Background: an optimization exercise with open tools, aiming at small area and few clock cycles. Do not read the settings as production practice. Function was checked by simulation only, so behaviour that the tests miss may differ from the original.

== job 101 ==
## ExploreMIPS
module ExploreMIPS(
    input   wire            clk,
    input   wire            rst,
    output  wire            W_instr_ram_ena,
    output  wire [3:0]      W_instr_ram_wea,
    output  wire [31:0]     W_instr_ram_w_data,
    output  wire [31:0]     W_instr_ram_addr,
    input   wire [31:0]     W_instr_ram_r_data,
    output  wire            W_data_ram_ena,
    output  wire [3:0]      W_data_ram_wea,
    output  wire [31:0]     W_data_ram_w_data,
    output  wire [31:0]     W_data_ram_addr,
    input   wire [31:0]     W_data_ram_r_data,
    output  wire [31:0]     W_debug_wb_pc,
    output  wire [ 3:0]     W_debug_wb_rf_wen,
    output  wire [ 4:0]     W_debug_wb_rf_wnum,
    output  wire [31:0]     W_debug_wb_rf_wdata
    );
==> flow/config.mk <==
export PLATFORM = sky130hd
export DESIGN_NAME = ExploreMIPS
export DESIGN_NICKNAME = ExploreMIPS
export VERILOG_FILES = /design/flow/design.v
export SDC_FILE = /design/flow/constraint.sdc
export NUM_CORES = 4
export LEC_CHECK = 0
export CAP_MARGIN = 20
export CORE_MARGIN = 2
export CORE_UTILIZATION = 40
export PLACE_DENSITY = 0.6
export SLEW_MARGIN = 20
export SYNTH_HIERARCHICAL = 1
==> flow/constraint.sdc <==
create_clock -name core_clock -period 11.0 [get_ports {clk}]
set_input_delay 2.2000 -clock core_clock [delete_from_list [all_inputs] [get_ports {clk}]]
set_output_delay 2.2000 -clock core_clock [all_outputs]
set_load 0.01 [all_outputs]
standard.sh (not shown) runs the stock make flow with config.mk's settings and CLKGATE_MAP_FILE= SYNTH_SCRIPT=/design/flow/synth_recipe.tcl, a recipe that flattens the netlist after the stock synthesis.
==> flow/flow/run.sh <==
#!/bin/bash
set -euo pipefail
export BUFFER_PORTS_ARGS="-buffer_cell sky130_fd_sc_hd__buf_1"
bash standard.sh > standard.log 2>&1
Testbench counts of job 101, summed over its fixed seeds: cycles 7,592.
What job 102 does differently from job 101 at the input level:
--- a/flow/flow/run.sh
+++ b/flow/flow/run.sh
@@ -3,2 +3,3 @@
 export BUFFER_PORTS_ARGS="-buffer_cell sky130_fd_sc_hd__buf_1"
+export CTS_ARGS="-sink_clustering_enable -repair_clock_nets -dont_use_dummy_load -sink_clustering_size 20 -sink_clustering_max_diameter 70"
 bash standard.sh > standard.log 2>&1
### Flow results
- The higher critical path depth of job 101 and job 102 is in job 102.
- Of job 101 and job 102, the higher average via count per standard cell belongs to job 102.
- As far as worst setup timing slack at the placement stage goes, job 102 and job 101 are indistinguishable; the numbers are identical.
- Looking only at synthesis-to-layout area growth, and setting everything else aside, the higher value of job 101 and job 102 goes to job 101.
- Worst hold slack across all endpoints delta for job 102 relative to job 101: 4.7 ps higher
- On clock-pin slew on the worst setup and hold paths, job 102 tracks job 101 almost exactly.
- Between job 101 and job 102, clock buffer count in the final layout is lower for job 102, job 101 comes in above that.
- Setup WNS job 101 -> job 102: better
- On non-clock buffer count, job 101 and job 102 are basically level.
- In job 102, via count is lower than in job 101.
- Diff job 102..job 101 | inverter count | unchanged

* * *

== run 1 ==
Another version of the RTL of ExploreMIPS (not shown whole).
For scale: about 3000 cells after synthesis, ~280 I/O pins, roughly 0.046 mm2 of cells after synthesis.
==> flow/config.mk <==
export PLATFORM = sky130hd
export DESIGN_NAME = ExploreMIPS
export DESIGN_NICKNAME = ExploreMIPS
export VERILOG_FILES = /design/flow/design.v
export SDC_FILE = /design/flow/constraint.sdc
export NUM_CORES = 4
export LEC_CHECK = 0
export CAP_MARGIN = 20
export CORE_MARGIN = 2
export CORE_UTILIZATION = 40
export PLACE_DENSITY = 0.6
export SLEW_MARGIN = 20
export SYNTH_HIERARCHICAL = 1
==> flow/constraint.sdc <==
create_clock -name core_clock -period 11.0 [get_ports {clk}]
set_input_delay 2.2000 -clock core_clock [delete_from_list [all_inputs] [get_ports {clk}]]
set_output_delay 2.2000 -clock core_clock [all_outputs]
set_load 0.01 [all_outputs]
==> flow/flow/run.sh <==
#!/bin/bash
set -euo pipefail
export BUFFER_PORTS_ARGS="-buffer_cell sky130_fd_sc_hd__buf_1"
export CTS_ARGS="-sink_clustering_enable -repair_clock_nets -dont_use_dummy_load -sink_clustering_size 14 -sink_clustering_max_diameter 60 -buf_list sky130_fd_sc_hd__clkbuf_8"
bash standard.sh > standard.log 2>&1
Testbench counts of run 1, summed over its fixed seeds: cycles 7,592.
The inputs of run 2 differ from those of run 1 as listed below.
==> flow/flow/run.sh <==
#!/bin/bash
set -euo pipefail
export BUFFER_PORTS_ARGS="-buffer_cell sky130_fd_sc_hd__buf_1"
export CTS_ARGS="-sink_clustering_enable -repair_clock_nets -dont_use_dummy_load -sink_clustering_size 20 -sink_clustering_max_diameter 70"
bash standard.sh > standard.log 2>&1
==> summary.txt <==
The clock period minus worst slack was comparable across run 1 and run 2. Run 2 and run 1 ended up with roughly the same wire length on met3. In the tables for run 1 and run 2, total routed wirelength reads lower with run 2. The run showing the smaller proportion of cell area occupied by multi-input gates is run 2. For achievable frequency, run 1 and run 2 come out practically identical. The layout net count in run 2 was lower than what run 1 gave.
### run 2 -> run 3
==> flow/flow/run.sh <==
#!/bin/bash
set -euo pipefail
export BUFFER_PORTS_ARGS="-buffer_cell sky130_fd_sc_hd__buf_1"
export CTS_ARGS="-sink_clustering_enable -repair_clock_nets -dont_use_dummy_load -sink_clustering_size 14 -sink_clustering_max_diameter 60 -sink_clustering_buffer sky130_fd_sc_hd__clkbuf_8"
bash standard.sh > standard.log 2>&1
==> comparison <==
- The length of routed met2 wiring of run 3 and that of run 2 are within noise of each other.
- When run 3 is measured against run 2, its clock buffer instance count of the final layout turns out 39% higher.
- Compared with run 2, run 3 shows a higher via count.

separate check: timing with driven ports:
No port has a modelled driver above. Below, the same layouts with a new extraction and two added sets of constraints.
Step 1 (the two cells are an assumption about what drives the block):
set clk [get_ports {clk}]
set_driving_cell -lib_cell sky130_fd_sc_hd__clkbuf_16 $clk
set_driving_cell -lib_cell sky130_fd_sc_hd__buf_2 [delete_from_list [all_inputs] $clk]
Step 2, shift: input delay + t, output delay - t, t = (earliest + latest rising clock arrival at the registers) / 2. This alone moves slack from input paths to output paths.
Slacks: ideal ports / drivers / drivers and shift; pairs: ideal ports / drivers.
run	t, ns	setup slack, ns	worst hold slack (ns)	worst slew at a driven data input, ns	pins driven straight from the clock port
job 101	0.794	0.159 / 0.122 / 0.122	0.678 / 0.678 / 0.678	0.14	1
job 102	0.708	0.217 / 0.188 / 0.188	0.683 / 0.683 / 0.683	0.15	1
run 1	0.827	0.574 / 0.536 / 0.536	0.796 / 0.796 / 0.796	0.06	1
run 2	0.694	0.574 / 0.536 / 0.536	0.802 / 0.802 / 0.802	0.06	1
run 3	0.712	0.602 / 0.564 / 0.564	0.796 / 0.796 / 0.796	0.06	1
After both steps setup and hold are still met in every run listed.
